This is an optimization exercise on Yosys and OpenROAD, whose aim is small area, a short achievable clock period and few clock cycles per item, not a production implementation.
Where RTL was checked, it was by simulation tests only, not by an equivalence proof against the original.
Function not checked in run 1: the RTL went through the layout flow alone.
Power figures rest on the tool's default switching activity, not on a simulated workload.

==> flow/design.v (outline; a module is shown in full before it is edited, if it fits) <==
// module cheb_fa: 4 lines
// module cheb_ha: 4 lines
// module cheb_bpp: 3 lines
// module cheb_bppn: 3 lines
// module cheb_mac2: 430 lines
// module cheb_mac1: 571 lines
// module cheb_mac0: 524 lines
// module cheb_dsub: 103 lines
// module cheb_accadd: 141 lines
// module cheb_cpa16: 75 lines
// module layer: 97 lines
module layer #(
    parameter integer WIDTH     = 16,
    parameter integer ACC_WIDTH = 22
)(
    input  logic              clk,
    input  logic              rst_n,
    input  logic              start,
    input  logic signed [WIDTH-1:0] x_in,
    output logic              ready,
    output logic              debug_bit,
    output logic signed [WIDTH-1:0]     y_out,
    output logic signed [ACC_WIDTH-1:0] acc_out
);
  // ...
==> flow/flow/run.sh <==
#!/bin/bash
# The standard layout (the standard.sh), in three parts:
#  1. the standard synthesis;
#  3. the rest of the standard flow, with timing repair aimed at a setup
#     slack margin of 6.6 ns and free to resize cells across footprints, so
#     that it sizes up again the cells on critical paths. The SDC, clock
#     period and I/O constraints are unchanged.
set -euo pipefail
bash standard.sh synth > synth.log 2>&1
openroad -no_init -exit flow/downsize.tcl > downsize.log 2>&1
bash standard.sh SETUP_SLACK_MARGIN=6.6 MATCH_CELL_FOOTPRINT=0 finish > standard.log 2>&1
==> flow/flow/downsize.tcl <==
set odb orfs/results/sky130hd/layer/base/1_synth.odb
read_db $odb
set db [ord::get_db]
set block [ord::get_db_block]
set to [$db findMaster sky130_fd_sc_hd__a22oi_1]
set n 0
foreach inst [$block getInsts] {
  if {[[$inst getMaster] getName] eq "sky130_fd_sc_hd__a22oi_2"} {
    $inst swapMaster $to
    incr n
  }
}
puts "downsized $n a22oi_2 to a22oi_1"
write_db $odb
==> flow/standard.sh <==
#!/bin/bash
# synth_recipe.tcl (not shown) runs the flow's synth.tcl, then flattens the netlist and writes it again
# the make line also repeats each setting of config.mk as NAME=value (left out here)
make -C /OpenROAD-flow-scripts/flow DESIGN_CONFIG=/design/flow/config.mk WORK_HOME=/design/flow/orfs CLKGATE_MAP_FILE= SYNTH_SCRIPT=/design/flow/synth_recipe.tcl "${@:-finish}"
==> flow/config.mk <==
export PLATFORM = sky130hd
export DESIGN_NAME = layer
export DESIGN_NICKNAME = layer
export VERILOG_FILES = /design/flow/design.v
export SDC_FILE = /design/flow/constraint.sdc
export NUM_CORES = 4
export LEC_CHECK = 0
export CAP_MARGIN = 20
export CORE_MARGIN = 2
export CORE_UTILIZATION = 60
export CTS_BUF_LIST = sky130_fd_sc_hd__clkbuf_4 sky130_fd_sc_hd__clkbuf_8
export SLEW_MARGIN = 20
export SYNTH_HIERARCHICAL = 1
export SYNTH_MINIMUM_KEEP_SIZE = 0
==> flow/constraint.sdc <==
create_clock -name core_clock -period 10.0 [get_ports {clk}]
set_input_delay 2.0000 -clock core_clock [delete_from_list [all_inputs] [get_ports {clk}]]
set_output_delay 2.0000 -clock core_clock [all_outputs]
set_load 0.01 [all_outputs]
==> summary.txt, run 1 <==
Final layout
  • Most frequent cells in the layout: 329 x xnor2_1, 261 x a22oi_1, 226 x dfxtp_1, 210 x fa_1, 159 x buf_4
  • Filler Cells Inserted: 2725
  • Ant. Diodes: 2
  • Post-route non-filler standard cell count: ~3100
  • FF/Latch Area: 6540 µm²
  • NonClk Buf Share: 0.1006
  • Clk tree area frac: 0.03940
  • Number of sequential cells: 314
  • Area occupied by multi-input gates: 18820 µm²

Power and ir drop
  • Switching Fraction: 0.4490
  • Internal: between 7 and 8 mW
  • Total net switching power: 6.021 mW

GRT
  • Met2 Track Usage GR: 0.5362
  • M1 GR Usage: 0.4132
  • First-pass GRT wire length: 108800 µm
  • M3 GR Usage: 0.05419

CTS
  • CTS tree: built
  • Post-CTS Resized: 153
  • Worst-Skew Late Latency: 0.65 ns

Setup path
  • Most common cell type on the critical path: fa_1
  • Worst setup endpoint: c2$_DFF_P_

Floorplanning
  • Initial Util: 0.6093

Status
  • Outcome: complete, no violations

STA
  • Fmax: about 270 MHz

Yosys
  • Post-Synthesis Cell Area: ~25000 µm²
==> module cheb_mac2, before the edit <==
module cheb_mac2 (
  input  logic [3:0]  idx,
  input  logic [15:0] x,
  output logic [15:0] ca,
  output logic [15:0] cb,
  output logic cc
);
  logic [4:0] m2_one;
  always_comb begin
    case (idx)
      4'd0: m2_one = 5'h18;
      4'd1: m2_one = 5'h1b;
      4'd2: m2_one = 5'h14;
      4'd3: m2_one = 5'h1e;
      4'd4: m2_one = 5'ha;
      4'd5: m2_one = 5'h15;
      4'd6: m2_one = 5'h17;
      4'd7: m2_one = 5'h16;
      4'd8: m2_one = 5'he;
      4'd9: m2_one = 5'h15;
      4'd10: m2_one = 5'h14;
      4'd11: m2_one = 5'h19;
      4'd12: m2_one = 5'h1d;
      4'd13: m2_one = 5'h15;
      4'd14: m2_one = 5'h13;
      4'd15: m2_one = 5'h15;
      default: m2_one = '0;
    endcase
  end
  logic [4:0] m2_two;
  always_comb begin
    case (idx)
      4'd0: m2_two = 5'h6;
      4'd1: m2_two = 5'h4;
      4'd2: m2_two = 5'h8;
      4'd3: m2_two = 5'h1;
      4'd4: m2_two = 5'h14;
      4'd5: m2_two = 5'h2;
      4'd6: m2_two = 5'h8;
      4'd7: m2_two = 5'h9;
      4'd8: m2_two = 5'h0;
      4'd9: m2_two = 5'ha;
      4'd10: m2_two = 5'ha;
      4'd11: m2_two = 5'h4;
      4'd12: m2_two = 5'h0;
      4'd13: m2_two = 5'h2;
      4'd14: m2_two = 5'h0;
      4'd15: m2_two = 5'h2;
      default: m2_two = '0;
    endcase
  end
  logic [4:0] m2_neg;
  always_comb begin
    case (idx)
      4'd0: m2_neg = 5'h12;
      4'd1: m2_neg = 5'h1a;
      4'd2: m2_neg = 5'h14;
      4'd3: m2_neg = 5'h15;
      4'd4: m2_neg = 5'h12;
      4'd5: m2_neg = 5'h15;
      4'd6: m2_neg = 5'h1b;
      4'd7: m2_neg = 5'h17;
      4'd8: m2_neg = 5'ha;
      4'd9: m2_neg = 5'h19;
      4'd10: m2_neg = 5'h6;
      4'd11: m2_neg = 5'h19;
      4'd12: m2_neg = 5'hc;
      4'd13: m2_neg = 5'h11;
      4'd14: m2_neg = 5'h3;
      4'd15: m2_neg = 5'h12;
      default: m2_neg = '0;
    endcase
  end
  wire m2_pp0_0 = (m2_one[0] & x[0]) ^ m2_neg[0];
  wire m2_pp0_1;
  cheb_bpp u_m2_pp0_1 (.one(m2_one[0]), .two(m2_two[0]), .neg(m2_neg[0]), .bi(x[1]), .bim1(x[0]), .p(m2_pp0_1));
  wire m2_pp0_2;
  cheb_bpp u_m2_pp0_2 (.one(m2_one[0]), .two(m2_two[0]), .neg(m2_neg[0]), .bi(x[2]), .bim1(x[1]), .p(m2_pp0_2));
  wire m2_pp0_3;
  cheb_bpp u_m2_pp0_3 (.one(m2_one[0]), .two(m2_two[0]), .neg(m2_neg[0]), .bi(x[3]), .bim1(x[2]), .p(m2_pp0_3));
  wire m2_pp0_4;
  cheb_bpp u_m2_pp0_4 (.one(m2_one[0]), .two(m2_two[0]), .neg(m2_neg[0]), .bi(x[4]), .bim1(x[3]), .p(m2_pp0_4));
  wire m2_pp0_5;
  cheb_bpp u_m2_pp0_5 (.one(m2_one[0]), .two(m2_two[0]), .neg(m2_neg[0]), .bi(x[5]), .bim1(x[4]), .p(m2_pp0_5));
  wire m2_pp0_6;
  cheb_bpp u_m2_pp0_6 (.one(m2_one[0]), .two(m2_two[0]), .neg(m2_neg[0]), .bi(x[6]), .bim1(x[5]), .p(m2_pp0_6));
  wire m2_pp0_7;
  cheb_bpp u_m2_pp0_7 (.one(m2_one[0]), .two(m2_two[0]), .neg(m2_neg[0]), .bi(x[7]), .bim1(x[6]), .p(m2_pp0_7));
  wire m2_pp0_8;
  cheb_bpp u_m2_pp0_8 (.one(m2_one[0]), .two(m2_two[0]), .neg(m2_neg[0]), .bi(x[8]), .bim1(x[7]), .p(m2_pp0_8));
  wire m2_pp0_9;
  cheb_bpp u_m2_pp0_9 (.one(m2_one[0]), .two(m2_two[0]), .neg(m2_neg[0]), .bi(x[9]), .bim1(x[8]), .p(m2_pp0_9));
  wire m2_pp0_10;
  cheb_bpp u_m2_pp0_10 (.one(m2_one[0]), .two(m2_two[0]), .neg(m2_neg[0]), .bi(x[10]), .bim1(x[9]), .p(m2_pp0_10));
  wire m2_pp0_11;
  cheb_bpp u_m2_pp0_11 (.one(m2_one[0]), .two(m2_two[0]), .neg(m2_neg[0]), .bi(x[11]), .bim1(x[10]), .p(m2_pp0_11));
  wire m2_pp0_12;
  cheb_bpp u_m2_pp0_12 (.one(m2_one[0]), .two(m2_two[0]), .neg(m2_neg[0]), .bi(x[12]), .bim1(x[11]), .p(m2_pp0_12));
  wire m2_pp0_13;
  cheb_bpp u_m2_pp0_13 (.one(m2_one[0]), .two(m2_two[0]), .neg(m2_neg[0]), .bi(x[13]), .bim1(x[12]), .p(m2_pp0_13));
  wire m2_pp0_14;
  cheb_bpp u_m2_pp0_14 (.one(m2_one[0]), .two(m2_two[0]), .neg(m2_neg[0]), .bi(x[14]), .bim1(x[13]), .p(m2_pp0_14));
  wire m2_pp0_15;
  cheb_bpp u_m2_pp0_15 (.one(m2_one[0]), .two(m2_two[0]), .neg(m2_neg[0]), .bi(x[15]), .bim1(x[14]), .p(m2_pp0_15));
  wire m2_pp0_16;
  cheb_bppn u_m2_pp0_16 (.one(m2_one[0]), .two(m2_two[0]), .neg(m2_neg[0]), .bi(x[15]), .bim1(x[15]), .p(m2_pp0_16));
  wire m2_pp1_0 = (m2_one[1] & x[0]) ^ m2_neg[1];
  wire m2_pp1_1;
  cheb_bpp u_m2_pp1_1 (.one(m2_one[1]), .two(m2_two[1]), .neg(m2_neg[1]), .bi(x[1]), .bim1(x[0]), .p(m2_pp1_1));
  wire m2_pp1_2;
  cheb_bpp u_m2_pp1_2 (.one(m2_one[1]), .two(m2_two[1]), .neg(m2_neg[1]), .bi(x[2]), .bim1(x[1]), .p(m2_pp1_2));
  wire m2_pp1_3;
  cheb_bpp u_m2_pp1_3 (.one(m2_one[1]), .two(m2_two[1]), .neg(m2_neg[1]), .bi(x[3]), .bim1(x[2]), .p(m2_pp1_3));
  wire m2_pp1_4;
  cheb_bpp u_m2_pp1_4 (.one(m2_one[1]), .two(m2_two[1]), .neg(m2_neg[1]), .bi(x[4]), .bim1(x[3]), .p(m2_pp1_4));
  wire m2_pp1_5;
  cheb_bpp u_m2_pp1_5 (.one(m2_one[1]), .two(m2_two[1]), .neg(m2_neg[1]), .bi(x[5]), .bim1(x[4]), .p(m2_pp1_5));
  wire m2_pp1_6;
  cheb_bpp u_m2_pp1_6 (.one(m2_one[1]), .two(m2_two[1]), .neg(m2_neg[1]), .bi(x[6]), .bim1(x[5]), .p(m2_pp1_6));
  wire m2_pp1_7;
  cheb_bpp u_m2_pp1_7 (.one(m2_one[1]), .two(m2_two[1]), .neg(m2_neg[1]), .bi(x[7]), .bim1(x[6]), .p(m2_pp1_7));
  wire m2_pp1_8;
  cheb_bpp u_m2_pp1_8 (.one(m2_one[1]), .two(m2_two[1]), .neg(m2_neg[1]), .bi(x[8]), .bim1(x[7]), .p(m2_pp1_8));
  wire m2_pp1_9;
  cheb_bpp u_m2_pp1_9 (.one(m2_one[1]), .two(m2_two[1]), .neg(m2_neg[1]), .bi(x[9]), .bim1(x[8]), .p(m2_pp1_9));
  wire m2_pp1_10;
  cheb_bpp u_m2_pp1_10 (.one(m2_one[1]), .two(m2_two[1]), .neg(m2_neg[1]), .bi(x[10]), .bim1(x[9]), .p(m2_pp1_10));
  wire m2_pp1_11;
  cheb_bpp u_m2_pp1_11 (.one(m2_one[1]), .two(m2_two[1]), .neg(m2_neg[1]), .bi(x[11]), .bim1(x[10]), .p(m2_pp1_11));
  wire m2_pp1_12;
  cheb_bpp u_m2_pp1_12 (.one(m2_one[1]), .two(m2_two[1]), .neg(m2_neg[1]), .bi(x[12]), .bim1(x[11]), .p(m2_pp1_12));
  wire m2_pp1_13;
  cheb_bpp u_m2_pp1_13 (.one(m2_one[1]), .two(m2_two[1]), .neg(m2_neg[1]), .bi(x[13]), .bim1(x[12]), .p(m2_pp1_13));
  wire m2_pp1_14;
  cheb_bpp u_m2_pp1_14 (.one(m2_one[1]), .two(m2_two[1]), .neg(m2_neg[1]), .bi(x[14]), .bim1(x[13]), .p(m2_pp1_14));
  wire m2_pp1_15;
  cheb_bpp u_m2_pp1_15 (.one(m2_one[1]), .two(m2_two[1]), .neg(m2_neg[1]), .bi(x[15]), .bim1(x[14]), .p(m2_pp1_15));
  wire m2_pp1_16;
  cheb_bppn u_m2_pp1_16 (.one(m2_one[1]), .two(m2_two[1]), .neg(m2_neg[1]), .bi(x[15]), .bim1(x[15]), .p(m2_pp1_16));
  wire m2_pp2_0 = (m2_one[2] & x[0]) ^ m2_neg[2];
  wire m2_pp2_1;
  cheb_bpp u_m2_pp2_1 (.one(m2_one[2]), .two(m2_two[2]), .neg(m2_neg[2]), .bi(x[1]), .bim1(x[0]), .p(m2_pp2_1));
  wire m2_pp2_2;
  cheb_bpp u_m2_pp2_2 (.one(m2_one[2]), .two(m2_two[2]), .neg(m2_neg[2]), .bi(x[2]), .bim1(x[1]), .p(m2_pp2_2));
  wire m2_pp2_3;
  cheb_bpp u_m2_pp2_3 (.one(m2_one[2]), .two(m2_two[2]), .neg(m2_neg[2]), .bi(x[3]), .bim1(x[2]), .p(m2_pp2_3));
  wire m2_pp2_4;
  cheb_bpp u_m2_pp2_4 (.one(m2_one[2]), .two(m2_two[2]), .neg(m2_neg[2]), .bi(x[4]), .bim1(x[3]), .p(m2_pp2_4));
  wire m2_pp2_5;
  cheb_bpp u_m2_pp2_5 (.one(m2_one[2]), .two(m2_two[2]), .neg(m2_neg[2]), .bi(x[5]), .bim1(x[4]), .p(m2_pp2_5));
  wire m2_pp2_6;
  cheb_bpp u_m2_pp2_6 (.one(m2_one[2]), .two(m2_two[2]), .neg(m2_neg[2]), .bi(x[6]), .bim1(x[5]), .p(m2_pp2_6));
  wire m2_pp2_7;
  cheb_bpp u_m2_pp2_7 (.one(m2_one[2]), .two(m2_two[2]), .neg(m2_neg[2]), .bi(x[7]), .bim1(x[6]), .p(m2_pp2_7));
  wire m2_pp2_8;
  cheb_bpp u_m2_pp2_8 (.one(m2_one[2]), .two(m2_two[2]), .neg(m2_neg[2]), .bi(x[8]), .bim1(x[7]), .p(m2_pp2_8));
  wire m2_pp2_9;
  cheb_bpp u_m2_pp2_9 (.one(m2_one[2]), .two(m2_two[2]), .neg(m2_neg[2]), .bi(x[9]), .bim1(x[8]), .p(m2_pp2_9));
  wire m2_pp2_10;
  cheb_bpp u_m2_pp2_10 (.one(m2_one[2]), .two(m2_two[2]), .neg(m2_neg[2]), .bi(x[10]), .bim1(x[9]), .p(m2_pp2_10));
  wire m2_pp2_11;
  cheb_bpp u_m2_pp2_11 (.one(m2_one[2]), .two(m2_two[2]), .neg(m2_neg[2]), .bi(x[11]), .bim1(x[10]), .p(m2_pp2_11));
  wire m2_pp2_12;
  cheb_bpp u_m2_pp2_12 (.one(m2_one[2]), .two(m2_two[2]), .neg(m2_neg[2]), .bi(x[12]), .bim1(x[11]), .p(m2_pp2_12));
  wire m2_pp2_13;
  cheb_bpp u_m2_pp2_13 (.one(m2_one[2]), .two(m2_two[2]), .neg(m2_neg[2]), .bi(x[13]), .bim1(x[12]), .p(m2_pp2_13));
  wire m2_pp2_14;
  cheb_bpp u_m2_pp2_14 (.one(m2_one[2]), .two(m2_two[2]), .neg(m2_neg[2]), .bi(x[14]), .bim1(x[13]), .p(m2_pp2_14));
  wire m2_pp2_15;
  cheb_bpp u_m2_pp2_15 (.one(m2_one[2]), .two(m2_two[2]), .neg(m2_neg[2]), .bi(x[15]), .bim1(x[14]), .p(m2_pp2_15));
  wire m2_pp2_16;
  cheb_bppn u_m2_pp2_16 (.one(m2_one[2]), .two(m2_two[2]), .neg(m2_neg[2]), .bi(x[15]), .bim1(x[15]), .p(m2_pp2_16));
  wire m2_pp3_0 = (m2_one[3] & x[0]) ^ m2_neg[3];
  wire m2_pp3_1;
  cheb_bpp u_m2_pp3_1 (.one(m2_one[3]), .two(m2_two[3]), .neg(m2_neg[3]), .bi(x[1]), .bim1(x[0]), .p(m2_pp3_1));
  wire m2_pp3_2;
  cheb_bpp u_m2_pp3_2 (.one(m2_one[3]), .two(m2_two[3]), .neg(m2_neg[3]), .bi(x[2]), .bim1(x[1]), .p(m2_pp3_2));
  wire m2_pp3_3;
  cheb_bpp u_m2_pp3_3 (.one(m2_one[3]), .two(m2_two[3]), .neg(m2_neg[3]), .bi(x[3]), .bim1(x[2]), .p(m2_pp3_3));
  wire m2_pp3_4;
  cheb_bpp u_m2_pp3_4 (.one(m2_one[3]), .two(m2_two[3]), .neg(m2_neg[3]), .bi(x[4]), .bim1(x[3]), .p(m2_pp3_4));
  wire m2_pp3_5;
  cheb_bpp u_m2_pp3_5 (.one(m2_one[3]), .two(m2_two[3]), .neg(m2_neg[3]), .bi(x[5]), .bim1(x[4]), .p(m2_pp3_5));
  wire m2_pp3_6;
  cheb_bpp u_m2_pp3_6 (.one(m2_one[3]), .two(m2_two[3]), .neg(m2_neg[3]), .bi(x[6]), .bim1(x[5]), .p(m2_pp3_6));
  wire m2_pp3_7;
  cheb_bpp u_m2_pp3_7 (.one(m2_one[3]), .two(m2_two[3]), .neg(m2_neg[3]), .bi(x[7]), .bim1(x[6]), .p(m2_pp3_7));
  wire m2_pp3_8;
  cheb_bpp u_m2_pp3_8 (.one(m2_one[3]), .two(m2_two[3]), .neg(m2_neg[3]), .bi(x[8]), .bim1(x[7]), .p(m2_pp3_8));
  wire m2_pp3_9;
  cheb_bpp u_m2_pp3_9 (.one(m2_one[3]), .two(m2_two[3]), .neg(m2_neg[3]), .bi(x[9]), .bim1(x[8]), .p(m2_pp3_9));
  wire m2_pp3_10;
  cheb_bpp u_m2_pp3_10 (.one(m2_one[3]), .two(m2_two[3]), .neg(m2_neg[3]), .bi(x[10]), .bim1(x[9]), .p(m2_pp3_10));
  wire m2_pp3_11;
  cheb_bpp u_m2_pp3_11 (.one(m2_one[3]), .two(m2_two[3]), .neg(m2_neg[3]), .bi(x[11]), .bim1(x[10]), .p(m2_pp3_11));
  wire m2_pp3_12;
  cheb_bpp u_m2_pp3_12 (.one(m2_one[3]), .two(m2_two[3]), .neg(m2_neg[3]), .bi(x[12]), .bim1(x[11]), .p(m2_pp3_12));
  wire m2_pp3_13;
  cheb_bpp u_m2_pp3_13 (.one(m2_one[3]), .two(m2_two[3]), .neg(m2_neg[3]), .bi(x[13]), .bim1(x[12]), .p(m2_pp3_13));
  wire m2_pp3_14;
  cheb_bpp u_m2_pp3_14 (.one(m2_one[3]), .two(m2_two[3]), .neg(m2_neg[3]), .bi(x[14]), .bim1(x[13]), .p(m2_pp3_14));
  wire m2_pp3_15;
  cheb_bpp u_m2_pp3_15 (.one(m2_one[3]), .two(m2_two[3]), .neg(m2_neg[3]), .bi(x[15]), .bim1(x[14]), .p(m2_pp3_15));
  wire m2_pp3_16;
  cheb_bppn u_m2_pp3_16 (.one(m2_one[3]), .two(m2_two[3]), .neg(m2_neg[3]), .bi(x[15]), .bim1(x[15]), .p(m2_pp3_16));
  wire m2_pp4_0 = (m2_one[4] & x[0]) ^ m2_neg[4];
  wire m2_pp4_1;
  cheb_bpp u_m2_pp4_1 (.one(m2_one[4]), .two(m2_two[4]), .neg(m2_neg[4]), .bi(x[1]), .bim1(x[0]), .p(m2_pp4_1));
  wire m2_pp4_2;
  cheb_bpp u_m2_pp4_2 (.one(m2_one[4]), .two(m2_two[4]), .neg(m2_neg[4]), .bi(x[2]), .bim1(x[1]), .p(m2_pp4_2));
  wire m2_pp4_3;
  cheb_bpp u_m2_pp4_3 (.one(m2_one[4]), .two(m2_two[4]), .neg(m2_neg[4]), .bi(x[3]), .bim1(x[2]), .p(m2_pp4_3));
  wire m2_pp4_4;
  cheb_bpp u_m2_pp4_4 (.one(m2_one[4]), .two(m2_two[4]), .neg(m2_neg[4]), .bi(x[4]), .bim1(x[3]), .p(m2_pp4_4));
  wire m2_pp4_5;
  cheb_bpp u_m2_pp4_5 (.one(m2_one[4]), .two(m2_two[4]), .neg(m2_neg[4]), .bi(x[5]), .bim1(x[4]), .p(m2_pp4_5));
  wire m2_pp4_6;
  cheb_bpp u_m2_pp4_6 (.one(m2_one[4]), .two(m2_two[4]), .neg(m2_neg[4]), .bi(x[6]), .bim1(x[5]), .p(m2_pp4_6));
  wire m2_pp4_7;
  cheb_bpp u_m2_pp4_7 (.one(m2_one[4]), .two(m2_two[4]), .neg(m2_neg[4]), .bi(x[7]), .bim1(x[6]), .p(m2_pp4_7));
  wire m2_pp4_8;
  cheb_bpp u_m2_pp4_8 (.one(m2_one[4]), .two(m2_two[4]), .neg(m2_neg[4]), .bi(x[8]), .bim1(x[7]), .p(m2_pp4_8));
  wire m2_pp4_9;
  cheb_bpp u_m2_pp4_9 (.one(m2_one[4]), .two(m2_two[4]), .neg(m2_neg[4]), .bi(x[9]), .bim1(x[8]), .p(m2_pp4_9));
  wire m2_pp4_10;
  cheb_bpp u_m2_pp4_10 (.one(m2_one[4]), .two(m2_two[4]), .neg(m2_neg[4]), .bi(x[10]), .bim1(x[9]), .p(m2_pp4_10));
  wire m2_pp4_11;
  cheb_bpp u_m2_pp4_11 (.one(m2_one[4]), .two(m2_two[4]), .neg(m2_neg[4]), .bi(x[11]), .bim1(x[10]), .p(m2_pp4_11));
  wire m2_pp4_12;
  cheb_bpp u_m2_pp4_12 (.one(m2_one[4]), .two(m2_two[4]), .neg(m2_neg[4]), .bi(x[12]), .bim1(x[11]), .p(m2_pp4_12));
  wire m2_pp4_13;
  cheb_bpp u_m2_pp4_13 (.one(m2_one[4]), .two(m2_two[4]), .neg(m2_neg[4]), .bi(x[13]), .bim1(x[12]), .p(m2_pp4_13));
  wire m2_pp4_14;
  cheb_bpp u_m2_pp4_14 (.one(m2_one[4]), .two(m2_two[4]), .neg(m2_neg[4]), .bi(x[14]), .bim1(x[13]), .p(m2_pp4_14));
  wire m2_pp4_15;
  cheb_bpp u_m2_pp4_15 (.one(m2_one[4]), .two(m2_two[4]), .neg(m2_neg[4]), .bi(x[15]), .bim1(x[14]), .p(m2_pp4_15));
  wire m2_pp4_16;
  cheb_bppn u_m2_pp4_16 (.one(m2_one[4]), .two(m2_two[4]), .neg(m2_neg[4]), .bi(x[15]), .bim1(x[15]), .p(m2_pp4_16));
  logic [20:0] m2_k;
  always_comb begin
    case (idx)
      4'd0: m2_k = 21'h2c2;
      4'd1: m2_k = 21'h1ffeaa;
      4'd2: m2_k = 21'h764;
      4'd3: m2_k = 21'h25e5;
      4'd4: m2_k = 21'h1ff822;
      4'd5: m2_k = 21'h1ff5e5;
      4'd6: m2_k = 21'h1fe8ab;
      4'd7: m2_k = 21'h207;
      4'd8: m2_k = 21'h7ba;
      4'd9: m2_k = 21'h1fef09;
      4'd10: m2_k = 21'h1ff7d6;
      4'd11: m2_k = 21'h1ffbc9;
      4'd12: m2_k = 21'h57c;
      4'd13: m2_k = 21'h1ffec1;
      4'd14: m2_k = 21'h1553;
      4'd15: m2_k = 21'h1fff22;
      default: m2_k = '0;
    endcase
  end
  wire m2_w1 = ~m2_k[12];
  wire m2_w2 = m2_k[12];
  wire m2_w3 = ~m2_k[13];
  wire m2_w4 = m2_k[13];
  wire m2_w5, m2_w6;
  cheb_ha u_m2_w5 (.a(m2_k[3]), .b(m2_pp0_6), .s(m2_w5), .co(m2_w6));
  wire m2_w7, m2_w8;
  cheb_ha u_m2_w7 (.a(m2_pp0_7), .b(m2_pp1_5), .s(m2_w7), .co(m2_w8));
  wire m2_w9, m2_w10;
  cheb_fa u_m2_w9 (.a(m2_k[4]), .b(m2_pp0_8), .c(m2_pp1_6), .s(m2_w9), .co(m2_w10));
  wire m2_w11, m2_w12;
  cheb_ha u_m2_w11 (.a(m2_pp2_4), .b(m2_pp3_2), .s(m2_w11), .co(m2_w12));
  wire m2_w13, m2_w14;
  cheb_fa u_m2_w13 (.a(m2_k[5]), .b(m2_pp0_9), .c(m2_pp1_7), .s(m2_w13), .co(m2_w14));
  wire m2_w15, m2_w16;
  cheb_fa u_m2_w15 (.a(m2_pp2_5), .b(m2_pp3_3), .c(m2_pp4_1), .s(m2_w15), .co(m2_w16));
  wire m2_w17, m2_w18;
  cheb_fa u_m2_w17 (.a(m2_k[6]), .b(m2_pp0_10), .c(m2_pp1_8), .s(m2_w17), .co(m2_w18));
  wire m2_w19, m2_w20;
  cheb_fa u_m2_w19 (.a(m2_pp2_6), .b(m2_pp3_4), .c(m2_pp4_2), .s(m2_w19), .co(m2_w20));
  wire m2_w21, m2_w22;
  cheb_fa u_m2_w21 (.a(m2_k[7]), .b(m2_pp0_11), .c(m2_pp1_9), .s(m2_w21), .co(m2_w22));
  wire m2_w23, m2_w24;
  cheb_fa u_m2_w23 (.a(m2_pp2_7), .b(m2_pp3_5), .c(m2_pp4_3), .s(m2_w23), .co(m2_w24));
  wire m2_w25, m2_w26;
  cheb_fa u_m2_w25 (.a(m2_k[8]), .b(m2_pp0_12), .c(m2_pp1_10), .s(m2_w25), .co(m2_w26));
  wire m2_w27, m2_w28;
  cheb_fa u_m2_w27 (.a(m2_pp2_8), .b(m2_pp3_6), .c(m2_pp4_4), .s(m2_w27), .co(m2_w28));
  wire m2_w29, m2_w30;
  cheb_fa u_m2_w29 (.a(m2_k[9]), .b(m2_pp0_13), .c(m2_pp1_11), .s(m2_w29), .co(m2_w30));
  wire m2_w31, m2_w32;
  cheb_fa u_m2_w31 (.a(m2_pp2_9), .b(m2_pp3_7), .c(m2_pp4_5), .s(m2_w31), .co(m2_w32));
  wire m2_w33, m2_w34;
  cheb_fa u_m2_w33 (.a(m2_k[10]), .b(m2_pp0_14), .c(m2_pp1_12), .s(m2_w33), .co(m2_w34));
  wire m2_w35, m2_w36;
  cheb_fa u_m2_w35 (.a(m2_pp2_10), .b(m2_pp3_8), .c(m2_pp4_6), .s(m2_w35), .co(m2_w36));
  wire m2_w37, m2_w38;
  cheb_fa u_m2_w37 (.a(m2_k[11]), .b(m2_pp0_15), .c(m2_pp1_13), .s(m2_w37), .co(m2_w38));
  wire m2_w39, m2_w40;
  cheb_fa u_m2_w39 (.a(m2_pp2_11), .b(m2_pp3_9), .c(m2_pp4_7), .s(m2_w39), .co(m2_w40));
  wire m2_w41, m2_w42;
  cheb_fa u_m2_w41 (.a(m2_pp0_16), .b(m2_pp1_14), .c(m2_pp2_12), .s(m2_w41), .co(m2_w42));
  wire m2_w43, m2_w44;
  cheb_fa u_m2_w43 (.a(m2_pp3_10), .b(m2_pp4_8), .c(m2_w1), .s(m2_w43), .co(m2_w44));
  wire m2_w45, m2_w46;
  cheb_fa u_m2_w45 (.a(m2_w2), .b(m2_pp1_15), .c(m2_pp2_13), .s(m2_w45), .co(m2_w46));
  wire m2_w47, m2_w48;
  cheb_fa u_m2_w47 (.a(m2_pp3_11), .b(m2_pp4_9), .c(m2_w3), .s(m2_w47), .co(m2_w48));
  wire m2_w49, m2_w50;
  cheb_fa u_m2_w49 (.a(m2_k[14]), .b(m2_w4), .c(m2_pp1_16), .s(m2_w49), .co(m2_w50));
  wire m2_w51, m2_w52;
  cheb_fa u_m2_w51 (.a(m2_pp2_14), .b(m2_pp3_12), .c(m2_pp4_10), .s(m2_w51), .co(m2_w52));
  wire m2_w53 = ~(m2_k[15] ^ m2_pp2_15);
  wire m2_w54 = m2_k[15] | m2_pp2_15;
  wire m2_w55, m2_w56;
  cheb_ha u_m2_w55 (.a(m2_pp3_13), .b(m2_pp4_11), .s(m2_w55), .co(m2_w56));
  wire m2_w57, m2_w58;
  cheb_fa u_m2_w57 (.a(m2_k[16]), .b(m2_pp2_16), .c(m2_pp3_14), .s(m2_w57), .co(m2_w58));
  wire m2_w59 = ~m2_k[17];
  wire m2_w60 = m2_k[17];
  wire m2_w61, m2_w62;
  cheb_ha u_m2_w61 (.a(m2_k[2]), .b(m2_pp0_4), .s(m2_w61), .co(m2_w62));
  wire m2_w63, m2_w64;
  cheb_ha u_m2_w63 (.a(m2_pp0_5), .b(m2_pp1_3), .s(m2_w63), .co(m2_w64));
  wire m2_w65, m2_w66;
  cheb_fa u_m2_w65 (.a(m2_pp1_4), .b(m2_pp2_2), .c(m2_pp3_0), .s(m2_w65), .co(m2_w66));
  wire m2_w67, m2_w68;
  cheb_fa u_m2_w67 (.a(m2_pp2_3), .b(m2_pp3_1), .c(m2_w6), .s(m2_w67), .co(m2_w68));
  wire m2_w69, m2_w70;
  cheb_fa u_m2_w69 (.a(m2_pp4_0), .b(m2_w8), .c(m2_w11), .s(m2_w69), .co(m2_w70));
  wire m2_w71, m2_w72;
  cheb_fa u_m2_w71 (.a(m2_w12), .b(m2_w10), .c(m2_w13), .s(m2_w71), .co(m2_w72));
  wire m2_w73, m2_w74;
  cheb_fa u_m2_w73 (.a(m2_w14), .b(m2_w16), .c(m2_w17), .s(m2_w73), .co(m2_w74));
  wire m2_w75, m2_w76;
  cheb_fa u_m2_w75 (.a(m2_w18), .b(m2_w20), .c(m2_w21), .s(m2_w75), .co(m2_w76));
  wire m2_w77, m2_w78;
  cheb_fa u_m2_w77 (.a(m2_w22), .b(m2_w24), .c(m2_w25), .s(m2_w77), .co(m2_w78));
  wire m2_w79, m2_w80;
  cheb_fa u_m2_w79 (.a(m2_w26), .b(m2_w28), .c(m2_w29), .s(m2_w79), .co(m2_w80));
  wire m2_w81, m2_w82;
  cheb_fa u_m2_w81 (.a(m2_w30), .b(m2_w32), .c(m2_w33), .s(m2_w81), .co(m2_w82));
  wire m2_w83, m2_w84;
  cheb_fa u_m2_w83 (.a(m2_w34), .b(m2_w36), .c(m2_w37), .s(m2_w83), .co(m2_w84));
  wire m2_w85, m2_w86;
  cheb_fa u_m2_w85 (.a(m2_w38), .b(m2_w40), .c(m2_w41), .s(m2_w85), .co(m2_w86));
  wire m2_w87, m2_w88;
  cheb_fa u_m2_w87 (.a(m2_w42), .b(m2_w44), .c(m2_w45), .s(m2_w87), .co(m2_w88));
  wire m2_w89, m2_w90;
  cheb_fa u_m2_w89 (.a(m2_w46), .b(m2_w48), .c(m2_w49), .s(m2_w89), .co(m2_w90));
  wire m2_w91, m2_w92;
  cheb_fa u_m2_w91 (.a(m2_w55), .b(m2_w50), .c(m2_w52), .s(m2_w91), .co(m2_w92));
  wire m2_w93, m2_w94;
  cheb_fa u_m2_w93 (.a(m2_pp4_12), .b(m2_w56), .c(m2_w54), .s(m2_w93), .co(m2_w94));
  wire m2_w95, m2_w96;
  cheb_fa u_m2_w95 (.a(m2_pp3_15), .b(m2_pp4_13), .c(m2_w59), .s(m2_w95), .co(m2_w96));
  wire m2_w97, m2_w98;
  cheb_fa u_m2_w97 (.a(m2_k[18]), .b(m2_w60), .c(m2_pp3_16), .s(m2_w97), .co(m2_w98));
  wire m2_w99 = ~m2_k[19];
  wire m2_w100 = m2_k[19];
  wire m2_w101, m2_w102;
  cheb_ha u_m2_w101 (.a(m2_k[1]), .b(m2_pp0_2), .s(m2_w101), .co(m2_w102));
  wire m2_w103, m2_w104;
  cheb_ha u_m2_w103 (.a(m2_pp0_3), .b(m2_pp1_1), .s(m2_w103), .co(m2_w104));
  wire m2_w105, m2_w106;
  cheb_fa u_m2_w105 (.a(m2_pp1_2), .b(m2_pp2_0), .c(m2_w61), .s(m2_w105), .co(m2_w106));
  wire m2_w107, m2_w108;
  cheb_fa u_m2_w107 (.a(m2_pp2_1), .b(m2_w62), .c(m2_w63), .s(m2_w107), .co(m2_w108));
  wire m2_w109, m2_w110;
  cheb_fa u_m2_w109 (.a(m2_w64), .b(m2_w5), .c(m2_w65), .s(m2_w109), .co(m2_w110));
  wire m2_w111, m2_w112;
  cheb_fa u_m2_w111 (.a(m2_w7), .b(m2_w66), .c(m2_w67), .s(m2_w111), .co(m2_w112));
  wire m2_w113, m2_w114;
  cheb_fa u_m2_w113 (.a(m2_w9), .b(m2_w68), .c(m2_w69), .s(m2_w113), .co(m2_w114));
  wire m2_w115, m2_w116;
  cheb_fa u_m2_w115 (.a(m2_w15), .b(m2_w70), .c(m2_w71), .s(m2_w115), .co(m2_w116));
  wire m2_w117, m2_w118;
  cheb_fa u_m2_w117 (.a(m2_w19), .b(m2_w72), .c(m2_w73), .s(m2_w117), .co(m2_w118));
  wire m2_w119, m2_w120;
  cheb_fa u_m2_w119 (.a(m2_w23), .b(m2_w74), .c(m2_w75), .s(m2_w119), .co(m2_w120));
  wire m2_w121, m2_w122;
  cheb_fa u_m2_w121 (.a(m2_w27), .b(m2_w76), .c(m2_w77), .s(m2_w121), .co(m2_w122));
  wire m2_w123, m2_w124;
  cheb_fa u_m2_w123 (.a(m2_w31), .b(m2_w78), .c(m2_w79), .s(m2_w123), .co(m2_w124));
  wire m2_w125, m2_w126;
  cheb_fa u_m2_w125 (.a(m2_w35), .b(m2_w80), .c(m2_w81), .s(m2_w125), .co(m2_w126));
  wire m2_w127, m2_w128;
  cheb_fa u_m2_w127 (.a(m2_w39), .b(m2_w82), .c(m2_w83), .s(m2_w127), .co(m2_w128));
  wire m2_w129, m2_w130;
  cheb_fa u_m2_w129 (.a(m2_w43), .b(m2_w84), .c(m2_w85), .s(m2_w129), .co(m2_w130));
  wire m2_w131, m2_w132;
  cheb_fa u_m2_w131 (.a(m2_w47), .b(m2_w86), .c(m2_w87), .s(m2_w131), .co(m2_w132));
  wire m2_w133, m2_w134;
  cheb_fa u_m2_w133 (.a(m2_w51), .b(m2_w88), .c(m2_w89), .s(m2_w133), .co(m2_w134));
  wire m2_w135, m2_w136;
  cheb_fa u_m2_w135 (.a(m2_w53), .b(m2_w90), .c(m2_w91), .s(m2_w135), .co(m2_w136));
  wire m2_w137, m2_w138;
  cheb_fa u_m2_w137 (.a(m2_w57), .b(m2_w92), .c(m2_w93), .s(m2_w137), .co(m2_w138));
  wire m2_w139, m2_w140;
  cheb_fa u_m2_w139 (.a(m2_w58), .b(m2_w95), .c(m2_w94), .s(m2_w139), .co(m2_w140));
  wire m2_w141, m2_w142;
  cheb_fa u_m2_w141 (.a(m2_pp4_14), .b(m2_w96), .c(m2_w97), .s(m2_w141), .co(m2_w142));
  wire m2_w143, m2_w144;
  cheb_fa u_m2_w143 (.a(m2_pp4_15), .b(m2_w99), .c(m2_w98), .s(m2_w143), .co(m2_w144));
  wire m2_w145, m2_w146;
  cheb_fa u_m2_w145 (.a(m2_k[20]), .b(m2_w100), .c(m2_pp4_16), .s(m2_w145), .co(m2_w146));
  wire [24:0] m2_a = {m2_w144, m2_w142, m2_w140, m2_w138, m2_w136, m2_w134, m2_w132, m2_w130, m2_w128, m2_w126, m2_w124, m2_w122, m2_w120, m2_w118, m2_w116, m2_w114, m2_w112, m2_w110, m2_w108, m2_w106, m2_w104, m2_w102, m2_w101, m2_pp0_1, m2_k[0]};
  wire [24:0] m2_b = {m2_w145, m2_w143, m2_w141, m2_w139, m2_w137, m2_w135, m2_w133, m2_w131, m2_w129, m2_w127, m2_w125, m2_w123, m2_w121, m2_w119, m2_w117, m2_w115, m2_w113, m2_w111, m2_w109, m2_w107, m2_w105, m2_w103, m2_pp1_0, 1'b0, m2_pp0_0};
  wire [8:0] m2_g = m2_a[8:0] & m2_b[8:0];
  wire [8:0] m2_p = m2_a[8:0] ^ m2_b[8:0];
  wire m2_G0_1 = m2_g[1] | (m2_p[1] & m2_g[0]);
  wire m2_P0_1 = m2_p[1] & m2_p[0];
  wire m2_G2_3 = m2_g[3] | (m2_p[3] & m2_g[2]);
  wire m2_P2_3 = m2_p[3] & m2_p[2];
  wire m2_G0_3 = m2_G2_3 | (m2_P2_3 & m2_G0_1);
  wire m2_P0_3 = m2_P2_3 & m2_P0_1;
  wire m2_G4_5 = m2_g[5] | (m2_p[5] & m2_g[4]);
  wire m2_P4_5 = m2_p[5] & m2_p[4];
  wire m2_G7_8 = m2_g[8] | (m2_p[8] & m2_g[7]);
  wire m2_P7_8 = m2_p[8] & m2_p[7];
  wire m2_G6_8 = m2_G7_8 | (m2_P7_8 & m2_g[6]);
  wire m2_P6_8 = m2_P7_8 & m2_p[6];
  wire m2_G4_8 = m2_G6_8 | (m2_P6_8 & m2_G4_5);
  wire m2_P4_8 = m2_P6_8 & m2_P4_5;
  wire m2_G0_8 = m2_G4_8 | (m2_P4_8 & m2_G0_3);
  wire m2_P0_8 = m2_P4_8 & m2_P0_3;
  assign ca = m2_a[24:9];
  assign cb = m2_b[24:9];
  assign cc = m2_G0_8;
endmodule
==> module cheb_accadd, before the edit <==
module cheb_accadd (
  input  logic        first,
  input  logic        valid,
  input  logic [21:0] acc,
  input  logic [15:0] a,
  input  logic [15:0] b,
  input  logic        c,
  output logic [21:0] s
);
  wire [21:0] ax = first ? 22'd0 : acc;
  wire [15:0] ag = valid ? a : 16'd0;
  wire [15:0] bg = valid ? b : 16'd0;
  wire cg = valid & c;
  wire [16:0] cr;
  wire [15:0] sm;
  assign cr[0] = cg;
  cheb_fa u_f0 (.a(ax[0]), .b(ag[0]), .c(bg[0]), .s(sm[0]), .co(cr[1]));
  cheb_fa u_f1 (.a(ax[1]), .b(ag[1]), .c(bg[1]), .s(sm[1]), .co(cr[2]));
  cheb_fa u_f2 (.a(ax[2]), .b(ag[2]), .c(bg[2]), .s(sm[2]), .co(cr[3]));
  cheb_fa u_f3 (.a(ax[3]), .b(ag[3]), .c(bg[3]), .s(sm[3]), .co(cr[4]));
  cheb_fa u_f4 (.a(ax[4]), .b(ag[4]), .c(bg[4]), .s(sm[4]), .co(cr[5]));
  cheb_fa u_f5 (.a(ax[5]), .b(ag[5]), .c(bg[5]), .s(sm[5]), .co(cr[6]));
  cheb_fa u_f6 (.a(ax[6]), .b(ag[6]), .c(bg[6]), .s(sm[6]), .co(cr[7]));
  cheb_fa u_f7 (.a(ax[7]), .b(ag[7]), .c(bg[7]), .s(sm[7]), .co(cr[8]));
  cheb_fa u_f8 (.a(ax[8]), .b(ag[8]), .c(bg[8]), .s(sm[8]), .co(cr[9]));
  cheb_fa u_f9 (.a(ax[9]), .b(ag[9]), .c(bg[9]), .s(sm[9]), .co(cr[10]));
  cheb_fa u_f10 (.a(ax[10]), .b(ag[10]), .c(bg[10]), .s(sm[10]), .co(cr[11]));
  cheb_fa u_f11 (.a(ax[11]), .b(ag[11]), .c(bg[11]), .s(sm[11]), .co(cr[12]));
  cheb_fa u_f12 (.a(ax[12]), .b(ag[12]), .c(bg[12]), .s(sm[12]), .co(cr[13]));
  cheb_fa u_f13 (.a(ax[13]), .b(ag[13]), .c(bg[13]), .s(sm[13]), .co(cr[14]));
  cheb_fa u_f14 (.a(ax[14]), .b(ag[14]), .c(bg[14]), .s(sm[14]), .co(cr[15]));
  cheb_fa u_f15 (.a(ax[15]), .b(ag[15]), .c(bg[15]), .s(sm[15]), .co(cr[16]));
  wire [16:0] ra = {1'b0, sm};
  wire [16:0] g = ra & cr;
  wire [16:0] p = ra ^ cr;
  wire G0_1 = g[1] | (p[1] & g[0]);
  wire P0_1 = p[1] & p[0];
  wire G0_3 = g[3] | (p[3] & g[2]);
  wire P0_3 = p[3] & p[2];
  wire G0_5 = g[5] | (p[5] & g[4]);
  wire P0_5 = p[5] & p[4];
  wire G0_7 = g[7] | (p[7] & g[6]);
  wire P0_7 = p[7] & p[6];
  wire G0_9 = g[9] | (p[9] & g[8]);
  wire P0_9 = p[9] & p[8];
  wire G0_11 = g[11] | (p[11] & g[10]);
  wire P0_11 = p[11] & p[10];
  wire G0_13 = g[13] | (p[13] & g[12]);
  wire P0_13 = p[13] & p[12];
  wire G0_15 = g[15] | (p[15] & g[14]);
  wire P0_15 = p[15] & p[14];
  wire G1_2 = g[2] | (p[2] & G0_1);
  wire P1_2 = p[2] & P0_1;
  wire G1_3 = G0_3 | (P0_3 & G0_1);
  wire P1_3 = P0_3 & P0_1;
  wire G1_6 = g[6] | (p[6] & G0_5);
  wire P1_6 = p[6] & P0_5;
  wire G1_7 = G0_7 | (P0_7 & G0_5);
  wire P1_7 = P0_7 & P0_5;
  wire G1_10 = g[10] | (p[10] & G0_9);
  wire P1_10 = p[10] & P0_9;
  wire G1_11 = G0_11 | (P0_11 & G0_9);
  wire P1_11 = P0_11 & P0_9;
  wire G1_14 = g[14] | (p[14] & G0_13);
  wire P1_14 = p[14] & P0_13;
  wire G1_15 = G0_15 | (P0_15 & G0_13);
  wire P1_15 = P0_15 & P0_13;
  wire G2_4 = g[4] | (p[4] & G1_3);
  wire P2_4 = p[4] & P1_3;
  wire G2_5 = G0_5 | (P0_5 & G1_3);
  wire P2_5 = P0_5 & P1_3;
  wire G2_6 = G1_6 | (P1_6 & G1_3);
  wire P2_6 = P1_6 & P1_3;
  wire G2_7 = G1_7 | (P1_7 & G1_3);
  wire P2_7 = P1_7 & P1_3;
  wire G2_12 = g[12] | (p[12] & G1_11);
  wire P2_12 = p[12] & P1_11;
  wire G2_13 = G0_13 | (P0_13 & G1_11);
  wire P2_13 = P0_13 & P1_11;
  wire G2_14 = G1_14 | (P1_14 & G1_11);
  wire P2_14 = P1_14 & P1_11;
  wire G2_15 = G1_15 | (P1_15 & G1_11);
  wire P2_15 = P1_15 & P1_11;
  wire G3_8 = g[8] | (p[8] & G2_7);
  wire P3_8 = p[8] & P2_7;
  wire G3_9 = G0_9 | (P0_9 & G2_7);
  wire P3_9 = P0_9 & P2_7;
  wire G3_10 = G1_10 | (P1_10 & G2_7);
  wire P3_10 = P1_10 & P2_7;
  wire G3_11 = G1_11 | (P1_11 & G2_7);
  wire P3_11 = P1_11 & P2_7;
  wire G3_12 = G2_12 | (P2_12 & G2_7);
  wire P3_12 = P2_12 & P2_7;
  wire G3_13 = G2_13 | (P2_13 & G2_7);
  wire P3_13 = P2_13 & P2_7;
  wire G3_14 = G2_14 | (P2_14 & G2_7);
  wire P3_14 = P2_14 & P2_7;
  wire G3_15 = G2_15 | (P2_15 & G2_7);
  wire P3_15 = P2_15 & P2_7;
  wire G4_16 = g[16] | (p[16] & G3_15);
  wire P4_16 = p[16] & P3_15;
  wire [16:0] lo = {p[16] ^ G3_15, p[15] ^ G3_14, p[14] ^ G3_13, p[13] ^ G3_12, p[12] ^ G3_11, p[11] ^ G3_10, p[10] ^ G3_9, p[9] ^ G3_8, p[8] ^ G2_7, p[7] ^ G2_6, p[6] ^ G2_5, p[5] ^ G2_4, p[4] ^ G1_3, p[3] ^ G1_2, p[2] ^ G0_1, p[1] ^ g[0], p[0]};
  wire [15:0] tg = ag & bg;
  wire [15:0] tp = ag ^ bg;
  wire tg0c = tg[0] | (tp[0] & cg);
  wire TG1_2 = tg[2] | (tp[2] & tg[1]);
  wire TP1_2 = tp[2] & tp[1];
  wire TG0_2 = TG1_2 | (TP1_2 & tg0c);
  wire TP0_2 = TP1_2 & tp[0];
  wire TG3_4 = tg[4] | (tp[4] & tg[3]);
  wire TP3_4 = tp[4] & tp[3];
  wire TG5_6 = tg[6] | (tp[6] & tg[5]);
  wire TP5_6 = tp[6] & tp[5];
  wire TG3_6 = TG5_6 | (TP5_6 & TG3_4);
  wire TP3_6 = TP5_6 & TP3_4;
  wire TG0_6 = TG3_6 | (TP3_6 & TG0_2);
  wire TP0_6 = TP3_6 & TP0_2;
  wire TG7_8 = tg[8] | (tp[8] & tg[7]);
  wire TP7_8 = tp[8] & tp[7];
  wire TG9_10 = tg[10] | (tp[10] & tg[9]);
  wire TP9_10 = tp[10] & tp[9];
  wire TG7_10 = TG9_10 | (TP9_10 & TG7_8);
  wire TP7_10 = TP9_10 & TP7_8;
  wire TG11_12 = tg[12] | (tp[12] & tg[11]);
  wire TP11_12 = tp[12] & tp[11];
  wire TG13_14 = tg[14] | (tp[14] & tg[13]);
  wire TP13_14 = tp[14] & tp[13];
  wire TG11_14 = TG13_14 | (TP13_14 & TG11_12);
  wire TP11_14 = TP13_14 & TP11_12;
  wire TG7_14 = TG11_14 | (TP11_14 & TG7_10);
  wire TP7_14 = TP11_14 & TP7_10;
  wire TG0_14 = TG7_14 | (TP7_14 & TG0_6);
  wire TP0_14 = TP7_14 & TP0_6;
  wire t16 = tg[15] | (tp[15] & TG0_14);
  wire y15 = tp[15] ^ TG0_14;
  wire co = lo[16] ^ t16;
  wire [5:0] hp = ax[21:16] + 6'd1;
  wire [5:0] hm = ax[21:16] - 6'd1;
  wire [5:0] hi = (co & ~y15) ? hp : (~co & y15) ? hm : ax[21:16];
  assign s = {hi, lo[15:0]};
endmodule
==> module layer, before the edit <==
module layer #(
    parameter integer WIDTH     = 16,
    parameter integer ACC_WIDTH = 22
)(
    input  logic              clk,
    input  logic              rst_n,
    input  logic              start,
    input  logic signed [WIDTH-1:0] x_in,
    output logic              ready,
    output logic              debug_bit,
    output logic signed [WIDTH-1:0]     y_out,
    output logic signed [ACC_WIDTH-1:0] acc_out
);
    logic        active;
    logic [3:0]  cnt;
    always_ff @(posedge clk or negedge rst_n) begin
        if (!rst_n) begin
            active <= 1'b0;
            cnt    <= 4'd0;
        end else if (start) begin
            active <= 1'b1;
            cnt    <= 4'd1;
        end else if (active) begin
            cnt <= cnt + 4'd1;
            if (cnt == 4'd15) active <= 1'b0;
        end
    end
    logic v0, v1, v2, v3, v4, v5, fst6, lst6, lst7;
    always_ff @(posedge clk or negedge rst_n) begin
        if (!rst_n) begin
            v0 <= 1'b0; v1 <= 1'b0; v2 <= 1'b0; v3 <= 1'b0;
            v4 <= 1'b0; v5 <= 1'b0;
            fst6 <= 1'b0; lst6 <= 1'b0; lst7 <= 1'b0; ready <= 1'b0;
        end else begin
            v0 <= start | active;
            v1 <= v0;
            v2 <= v1;
            v3 <= v2;
            v4 <= v3;
            v5 <= v4;
            fst6 <= v4 && i4 == 4'd0;
            lst6 <= v4 && i4 == 4'd15;
            lst7  <= lst6;
            ready <= lst7;
        end
    end
    logic [3:0]  i0, i1, i2, i3, i4;
    logic [15:0] x0, x1, x2, x3, x4;
    logic [15:0] a2, b2s, a1, b1s, a0, b0s;      
    logic        c2, c1, c0;
    logic [15:0] b2, b2d, b1, d;
    logic [15:0] a2_n, b2s_n, a1_n, b1s_n, a0_n, b0s_n;
    logic        c2_n, c1_n, c0_n;
    logic [15:0] b2_n, b1_n, d_n;
    always_ff @(posedge clk) begin
        x0   <= x_in;
        i0   <= start ? 4'd0 : cnt;
        x1 <= x0;  i1 <= i0;
        a2 <= a2_n; b2s <= b2s_n; c2 <= c2_n;
        x2 <= x1;  i2 <= i1;
        b2 <= b2_n;
        x3 <= x2;  i3 <= i2;
        a1 <= a1_n; b1s <= b1s_n; c1 <= c1_n;
        b2d <= b2;
        x4 <= x3;  i4 <= i3;
        b1 <= b1_n;
        d  <= d_n;
        a0 <= a0_n; b0s <= b0s_n; c0 <= c0_n;
    end
    cheb_mac2  u_m2  (.idx(i0), .x(x0), .ca(a2_n), .cb(b2s_n), .cc(c2_n));
    cheb_cpa16 u_p2  (.a(a2), .b(b2s), .c(c2), .s(b2_n));
    cheb_mac1  u_m1  (.idx(i2), .x(x2), .bin(b2), .ca(a1_n), .cb(b1s_n), .cc(c1_n));
    cheb_cpa16 u_p1  (.a(a1), .b(b1s), .c(c1), .s(b1_n));
    cheb_dsub  u_ds  (.idx(i3), .x15(x3[15]), .b2(b2d), .d(d_n));
    cheb_mac0  u_m0  (.x(x4), .bin(b1), .d(d), .ca(a0_n), .cb(b0s_n), .cc(c0_n));
    logic signed [ACC_WIDTH-1:0] acc, acc_n;
    cheb_accadd u_acc (.first(fst6), .valid(v5), .acc(acc), .a(a0), .b(b0s), .c(c0), .s(acc_n));
    always_ff @(posedge clk)
        acc <= acc_n;
    function automatic logic [WIDTH-1:0] requant(input logic [ACC_WIDTH-1:0] a);
        if (!a[21] && a[20:10] != '0)
            requant = 16'h7fff;
        else if (a[21] && (a[20:10] != '1 || a[9:0] == '0))
            requant = 16'h8001;
        else
            requant = {a[10:0], 5'b0};
    endfunction
    logic [WIDTH-1:0] yq;
    logic             dbg;
    always_ff @(posedge clk) begin
        yq  <= requant(acc);
        dbg <= ^acc ^ ^requant(acc);
    end
    assign acc_out   = acc;
    assign y_out     = yq;
    assign debug_bit = dbg;
endmodule
==> inputs of run 2 (changes only) <==
--- a/flow/design.v
+++ b/flow/design.v
@@ -15,77 +15,15 @@
 endmodule
 module cheb_mac2 (
   input  logic [3:0]  idx,
+  input  logic [14:0] dig,
   input  logic [15:0] x,
   output logic [15:0] ca,
   output logic [15:0] cb,
   output logic cc
 );
-  logic [4:0] m2_one;
-  always_comb begin
-    case (idx)
-      4'd0: m2_one = 5'h18;
-      4'd1: m2_one = 5'h1b;
-      4'd2: m2_one = 5'h14;
-      4'd3: m2_one = 5'h1e;
-      4'd4: m2_one = 5'ha;
-      4'd5: m2_one = 5'h15;
-      4'd6: m2_one = 5'h17;
-      4'd7: m2_one = 5'h16;
-      4'd8: m2_one = 5'he;
-      4'd9: m2_one = 5'h15;
-      4'd10: m2_one = 5'h14;
-      4'd11: m2_one = 5'h19;
-      4'd12: m2_one = 5'h1d;
-      4'd13: m2_one = 5'h15;
-      4'd14: m2_one = 5'h13;
-      4'd15: m2_one = 5'h15;
-      default: m2_one = '0;
-    endcase
-  end
-  logic [4:0] m2_two;
-  always_comb begin
-    case (idx)
-      4'd0: m2_two = 5'h6;
-      4'd1: m2_two = 5'h4;
-      4'd2: m2_two = 5'h8;
-      4'd3: m2_two = 5'h1;
-      4'd4: m2_two = 5'h14;
-      4'd5: m2_two = 5'h2;
-      4'd6: m2_two = 5'h8;
-      4'd7: m2_two = 5'h9;
-      4'd8: m2_two = 5'h0;
-      4'd9: m2_two = 5'ha;
-      4'd10: m2_two = 5'ha;
-      4'd11: m2_two = 5'h4;
-      4'd12: m2_two = 5'h0;
-      4'd13: m2_two = 5'h2;
-      4'd14: m2_two = 5'h0;
-      4'd15: m2_two = 5'h2;
-      default: m2_two = '0;
-    endcase
-  end
-  logic [4:0] m2_neg;
-  always_comb begin
-    case (idx)
-      4'd0: m2_neg = 5'h12;
-      4'd1: m2_neg = 5'h1a;
-      4'd2: m2_neg = 5'h14;
-      4'd3: m2_neg = 5'h15;
-      4'd4: m2_neg = 5'h12;
-      4'd5: m2_neg = 5'h15;
-      4'd6: m2_neg = 5'h1b;
-      4'd7: m2_neg = 5'h17;
-      4'd8: m2_neg = 5'ha;
-      4'd9: m2_neg = 5'h19;
-      4'd10: m2_neg = 5'h6;
-      4'd11: m2_neg = 5'h19;
-      4'd12: m2_neg = 5'hc;
-      4'd13: m2_neg = 5'h11;
-      4'd14: m2_neg = 5'h3;
-      4'd15: m2_neg = 5'h12;
-      default: m2_neg = '0;
-    endcase
-  end
+  wire [4:0] m2_one = dig[4:0];
+  wire [4:0] m2_two = dig[9:5];
+  wire [4:0] m2_neg = dig[14:10];
   wire m2_pp0_0 = (m2_one[0] & x[0]) ^ m2_neg[0];
   wire m2_pp0_1;
   cheb_bpp u_m2_pp0_1 (.one(m2_one[0]), .two(m2_two[0]), .neg(m2_neg[0]), .bi(x[1]), .bim1(x[0]), .p(m2_pp0_1));
@@ -1643,7 +1581,6 @@
 endmodule
 module cheb_accadd (
   input  logic        first,
-  input  logic        valid,
   input  logic [21:0] acc,
   input  logic [15:0] a,
   input  logic [15:0] b,
@@ -1651,9 +1588,9 @@
   output logic [21:0] s
 );
   wire [21:0] ax = first ? 22'd0 : acc;
-  wire [15:0] ag = valid ? a : 16'd0;
-  wire [15:0] bg = valid ? b : 16'd0;
-  wire cg = valid & c;
+  wire [15:0] ag = a;
+  wire [15:0] bg = b;
+  wire cg = c;
   wire [16:0] cr;
   wire [15:0] sm;
   assign cr[0] = cg;
@@ -1904,6 +1841,30 @@
             ready <= lst7;
         end
     end
+    wire [3:0] idx_n = start ? 4'd0 : cnt;
+  logic [14:0] dig_n;
+  always_comb begin
+    case (idx_n)
+      4'd0: dig_n = 15'h48d8;
+      4'd1: dig_n = 15'h689b;
+      4'd2: dig_n = 15'h5114;
+      4'd3: dig_n = 15'h543e;
+      4'd4: dig_n = 15'h4a8a;
+      4'd5: dig_n = 15'h5455;
+      4'd6: dig_n = 15'h6d17;
+      4'd7: dig_n = 15'h5d36;
+      4'd8: dig_n = 15'h280e;
+      4'd9: dig_n = 15'h6555;
+      4'd10: dig_n = 15'h1954;
+      4'd11: dig_n = 15'h6499;
+      4'd12: dig_n = 15'h301d;
+      4'd13: dig_n = 15'h4455;
+      4'd14: dig_n = 15'hc13;
+      4'd15: dig_n = 15'h4855;
+      default: dig_n = '0;
+    endcase
+  end
+    logic [14:0] dig0;
     logic [3:0]  i0, i1, i2, i3, i4;
     logic [15:0] x0, x1, x2, x3, x4;
     logic [15:0] a2, b2s, a1, b1s, a0, b0s;      
@@ -1914,7 +1875,8 @@
     logic [15:0] b2_n, b1_n, d_n;
     always_ff @(posedge clk) begin
         x0   <= x_in;
-        i0   <= start ? 4'd0 : cnt;
+        i0   <= idx_n;
+        dig0 <= dig_n;
         x1 <= x0;  i1 <= i0;
         a2 <= a2_n; b2s <= b2s_n; c2 <= c2_n;
         x2 <= x1;  i2 <= i1;
@@ -1927,14 +1889,14 @@
         d  <= d_n;
         a0 <= a0_n; b0s <= b0s_n; c0 <= c0_n;
     end
-    cheb_mac2  u_m2  (.idx(i0), .x(x0), .ca(a2_n), .cb(b2s_n), .cc(c2_n));
+    cheb_mac2  u_m2  (.idx(i0), .dig(dig0), .x(x0), .ca(a2_n), .cb(b2s_n), .cc(c2_n));
     cheb_cpa16 u_p2  (.a(a2), .b(b2s), .c(c2), .s(b2_n));
     cheb_mac1  u_m1  (.idx(i2), .x(x2), .bin(b2), .ca(a1_n), .cb(b1s_n), .cc(c1_n));
     cheb_cpa16 u_p1  (.a(a1), .b(b1s), .c(c1), .s(b1_n));
     cheb_dsub  u_ds  (.idx(i3), .x15(x3[15]), .b2(b2d), .d(d_n));
     cheb_mac0  u_m0  (.x(x4), .bin(b1), .d(d), .ca(a0_n), .cb(b0s_n), .cc(c0_n));
     logic signed [ACC_WIDTH-1:0] acc, acc_n;
-    cheb_accadd u_acc (.first(fst6), .valid(v5), .acc(acc), .a(a0), .b(b0s), .c(c0), .s(acc_n));
+    cheb_accadd u_acc (.first(fst6), .acc(acc), .a(a0), .b(b0s), .c(c0), .s(acc_n));
     always_ff @(posedge clk)
         acc <= acc_n;
     function automatic logic [WIDTH-1:0] requant(input logic [ACC_WIDTH-1:0] a);
@@ -1945,13 +1907,15 @@
         else
             requant = {a[10:0], 5'b0};
     endfunction
-    logic [WIDTH-1:0] yq;
-    logic             dbg;
+    logic [ACC_WIDTH-1:0] acc_q;
+    logic [WIDTH-1:0]     yq;
+    logic                 dbg;
     always_ff @(posedge clk) begin
-        yq  <= requant(acc);
-        dbg <= ^acc ^ ^requant(acc);
+        acc_q <= acc;
+        yq    <= requant(acc);
+        dbg   <= ^acc ^ ^requant(acc);
     end
-    assign acc_out   = acc;
+    assign acc_out   = acc_q;
     assign y_out     = yq;
     assign debug_bit = dbg;
 endmodule
==> flow/flow/run.sh (replaced) <==
#!/bin/bash
# The standard layout (the standard.sh), in three parts:
#  1. the standard synthesis;
#  3. the rest of the standard flow, with timing repair aimed at a setup
#     slack margin of 6.9 ns and free to resize cells across footprints, so
#     that it sizes up again the cells on critical paths. The SDC, clock
#     period and I/O constraints are unchanged.
set -euo pipefail
bash standard.sh synth > synth.log 2>&1
openroad -no_init -exit flow/downsize.tcl > downsize.log 2>&1
bash standard.sh SETUP_SLACK_MARGIN=6.9 MATCH_CELL_FOOTPRINT=0 finish > standard.log 2>&1
--- a/flow/config.mk
+++ b/flow/config.mk
@@ -7,7 +7,7 @@
 export LEC_CHECK = 0
 export CAP_MARGIN = 20
 export CORE_MARGIN = 2
-export CORE_UTILIZATION = 60
+export CORE_UTILIZATION = 40
 export CTS_BUF_LIST = sky130_fd_sc_hd__clkbuf_4 sky130_fd_sc_hd__clkbuf_8
 export SLEW_MARGIN = 20
 export SYNTH_HIERARCHICAL = 1
==> summary.txt, run 2 <==
Yosys
  • Post-Synthesis Cell Area: 25750 µm² (was 24990 µm²)
  • Synth warn: 10 (unchanged)
  • Post-Syn Instances: 2341 (was 2317)
  • Mapped Nets: 2822 (was 2790)
  • Mean Syn Cell Area: 11.00 µm² (was 10.79 µm²)

Setup path
  • Most common cell type on the critical path: fa_2 (was fa_1)
  • WS Path Type: reg2reg (unchanged)
  • CP Launch Type: flop (unchanged)
  • Critical Path Fanout Max: 5 (unchanged)
  • Slowest-stage cell, CP: fa_2 (was fa_1)
  • WP data required: 10.62 ns (was 10.53 ns)
  • Crit-path leading delay family: adder cells (unchanged)
  • Critical Path Max Stage Delay: 0.56 ns (was 0.44 ns)
  • Worst path arrival time: 4.03 ns (was 4.30 ns)
  • Critical path, cell by cell: or2b_1, o22ai_4, buf_6, buf_12, a22oi_2, xor2_2, fa_2, fa_2, fa_2, fa_2 (was inv_6, ha_4, mux2_2, o22a_4, a22oi_2, xnor2_1, ha_2, fa_1, fa_1, ha_1, a211o_1, o31a_1, a31o_1)
  • Buf+Inv Stages, Crit Path: 2 (was 1)

GRT
  • Antenna violations before repair: 1 (was 4)
  • First-pass GRT wire length: 107600 µm (was 108800 µm)
  • Largest net degree at the start of global routing: 31 (was 27)
  • Total track usage: 0.2019 (was 0.3218)
  • GRT overflow: 0 (unchanged)

Final layout
  • Post-route non-filler standard cell count: 3449 (was 3113)
  • Share of cells above drive strength 1: 0.3201 (was 0.2757)
  • Most frequent cells in the layout: 338 x xnor2_1, 259 x a22oi_1, 240 x dfxtp_1, 182 x fa_1, 146 x ha_1 (was 329 x xnor2_1, 261 x a22oi_1, 226 x dfxtp_1, 210 x fa_1, 159 x buf_4)
  • Fin area: 32070 µm² (was 30800 µm²)
  • Area occupied by multi-input gates: 19230 µm² (was 18820 µm²)
  • Layout area overhead: 24.54% (was 23.26%)
  • Nets: 3023 (was 3009)
  • Filler Cells Inserted: 5634 (was 2725)
  • FF/Latch Area: 7308 µm² (was 6540 µm²)

Floorplanning
  • Rows: 93 (was 74)
  • Initial Util: 0.4024 (was 0.6093)
  • Core region area: 64000 µm² (was 41020 µm²)
  • I/O pins: 59 (unchanged)

STA
  • Final slew viol count: 0 (unchanged)
  • Slew @ Worst Pin: 0.8425 ns (was 0.9064 ns)
  • Clock Skew: 0.04183 ns (was 0.03372 ns)
  • Hold_ws: 0.3149 ns (was 0.3172 ns)
  • Final hold violation count: 0 (unchanged)
  • Period utilization: 0.3413 (was 0.3769)
  • Fmax: 293.0 MHz (was 265.3 MHz)
  • RSZ-0062 raised after global routing: true (unchanged)
  • Setup_tns: 0 ns (unchanged)
  • Period minus WS final: 3.413 ns (was 3.769 ns)
  • # setup viols final: 0 (unchanged)

CTS
  • Reg clk slew, reported paths: 0.08 ns (was 0.07 ns)
  • H-tree Lvls: 2 (unchanged)
  • Root Driver: clkbuf_8 (unchanged)
  • CTS Buf Count: 61 (was 52)
  • CTS tree: built (unchanged)
  • Worst-Skew Late Latency: 0.69 ns (was 0.65 ns)

Placement
  • Setup WS pre-CTS: 5.945 ns (was 5.655 ns)
  • Dpl cells: 3129 (was 2780)
  • Placer congestion estimate: 0.8604 (was 0.8911)
  • Dpl cell area: 27020 µm² (was 26160 µm²)

Detailed routing
  • Initial DRC Count: 1390 (was 1796)
  • Avg WL per Cell: 19.68 µm (was 22.82 µm)
  • Via Count: 18760 (was 19190)
  • Drt first pass iters: 5 (was 8)
  • Routed vias/inst: 5.440 (was 6.164)
  • Final wirelength: 67870 µm (was 71050 µm)

Job
  • Max Cap Violations: 0 (unchanged)

Power and ir drop
  • Register share of total power: 0.216 (was 0.200)
  • Combinational share of power: 0.679 (was 0.703)
  • Switching Fraction: 0.4355 (was 0.4490)
  • Total net switching power: 5.973 mW (was 6.021 mW)
  • Power density over the cells: 427.6 nW/µm² (was 435.4 nW/µm²)
  • IR drop worst, VDD: 0.1868 mV (was 0.3094 mV)
  • Internal: 7.742 mW (was 7.390 mW)

Status
  • Outcome: complete, no violations (unchanged)

Worst hold path
  • Hold crit path type: reg2reg (unchanged)
run 2: cell count changes in the layout (fill, tap and decap cells not counted), sizes merged, moves of 10 or more:
cell,delta
o21a,+10
and2,-34
dfxtp,+37
dlymetal6s2s,-39
clkbuf,+23
run 2: cell type report:
class                      count  share of cell area
tap                          855             0.03335
sequential                   350              0.2279
timing repair buffer         265             0.08223
clock inverter                20            0.006047
multi-input combinational   1750              0.5996
inverter                     114             0.01385
clock buffer                  94             0.03702
antenna                        1          0.00007802
run 2: timing repair:
action | CTS | global route
pin swaps | 174 | 155
cloned | 4 | 1
gates resized for setup | 425 | 177
endpoints found under the setup margin | 163 | 123
setup buffers | 169 | 31
run 2: worst register-to-register path: stages (launching register included):
cell and delay (ns):
dfxtp_4 0.36, or2b_1 0.25, o22ai_4 0.20, buf_6 0.17, buf_12 0.11, a22oi_2 0.06, xor2_2 0.21, fa_2 0.43
fa_2 0.56, fa_2 0.45, fa_2 0.53
run 2: per-layer routing:
layer  wire length, µm  global-route usage  vias up
met2             34720              0.3619      758
met5                 0                   0        -
li1                  -                   -     8515
met1             26900              0.2370     9318
met4              2156             0.08879        0
met3              4088             0.03347      173
run 2: per-stage QoR:
step	power [mW]	utilization
2_1_floorplan	11.34	-
3_5_place_dp	11.08	0.4221
6_report	13.71	0.5012
3_3_place_gp	10.79	0.4221
5_1_grt	15.25	0.5012
4_1_cts	13.29	0.4844
run 2: power by group through the flow:
stage | Sequential (mW) | Clock [mW] | Combinational (mW)
after floorplan | 2.68 | 0 | 8.66
after global placement | 2.95 | 0 | 7.84
after detailed placement | 2.96 | 0 | 8.12
after CTS | 2.92 | 1.48 | 8.89
after global routing | 3.04 | 1.55 | 10.7
final | 2.97 | 1.44 | 9.31
run 2: path summary, 6_finish.rpt:
kind / startpoint / to / slack [ns] / cells after the start
worst max-delay path: x4[3]$_DFF_P_ / b0s[9]$_DFF_P_ / 6.59 / 10
worst min-delay path: x3[3]$_DFF_P_ / x4[3]$_DFF_P_ / 0.31 / 0
worst max register to register: x4[3]$_DFF_P_ / b0s[9]$_DFF_P_ / 6.59 / 10
worst min register to register: x3[3]$_DFF_P_ / x4[3]$_DFF_P_ / 0.31 / 0
max in group asynchronous: rst_n / fst6$_DFF_PN0_ / 7.81 / 1
min in group asynchronous: rst_n / active$_DFF_PN0_ / 1.71 / 1
Testbench counts of run 2, summed over its fixed seeds: cycles 8,840, items 384.

-- what the ideal ports hide --
In the flow no input, the clock included, has a driving cell. The finished layouts below were timed again as built, in two steps. Step 1 sets driving cells, clkbuf_16 on the clock port and buf_2 on the other inputs (assumed; they add their load-dependent delay and slew). Step 2 times the ports against the registers' clock, not the clock port: input delays grow and output delays shrink by t, the midpoint of the rising clock arrivals with the driver on. a / b / c = no drivers / after step 1 / after step 2; a / b = the first two.
run | shift t [ns] | setup slack, ns
run 1 | 0.688 | 6.231 / 6.231 / 6.231
run 2 | 0.728 | 6.587 / 6.587 / 6.308
After both steps setup and hold are still met in every run listed.
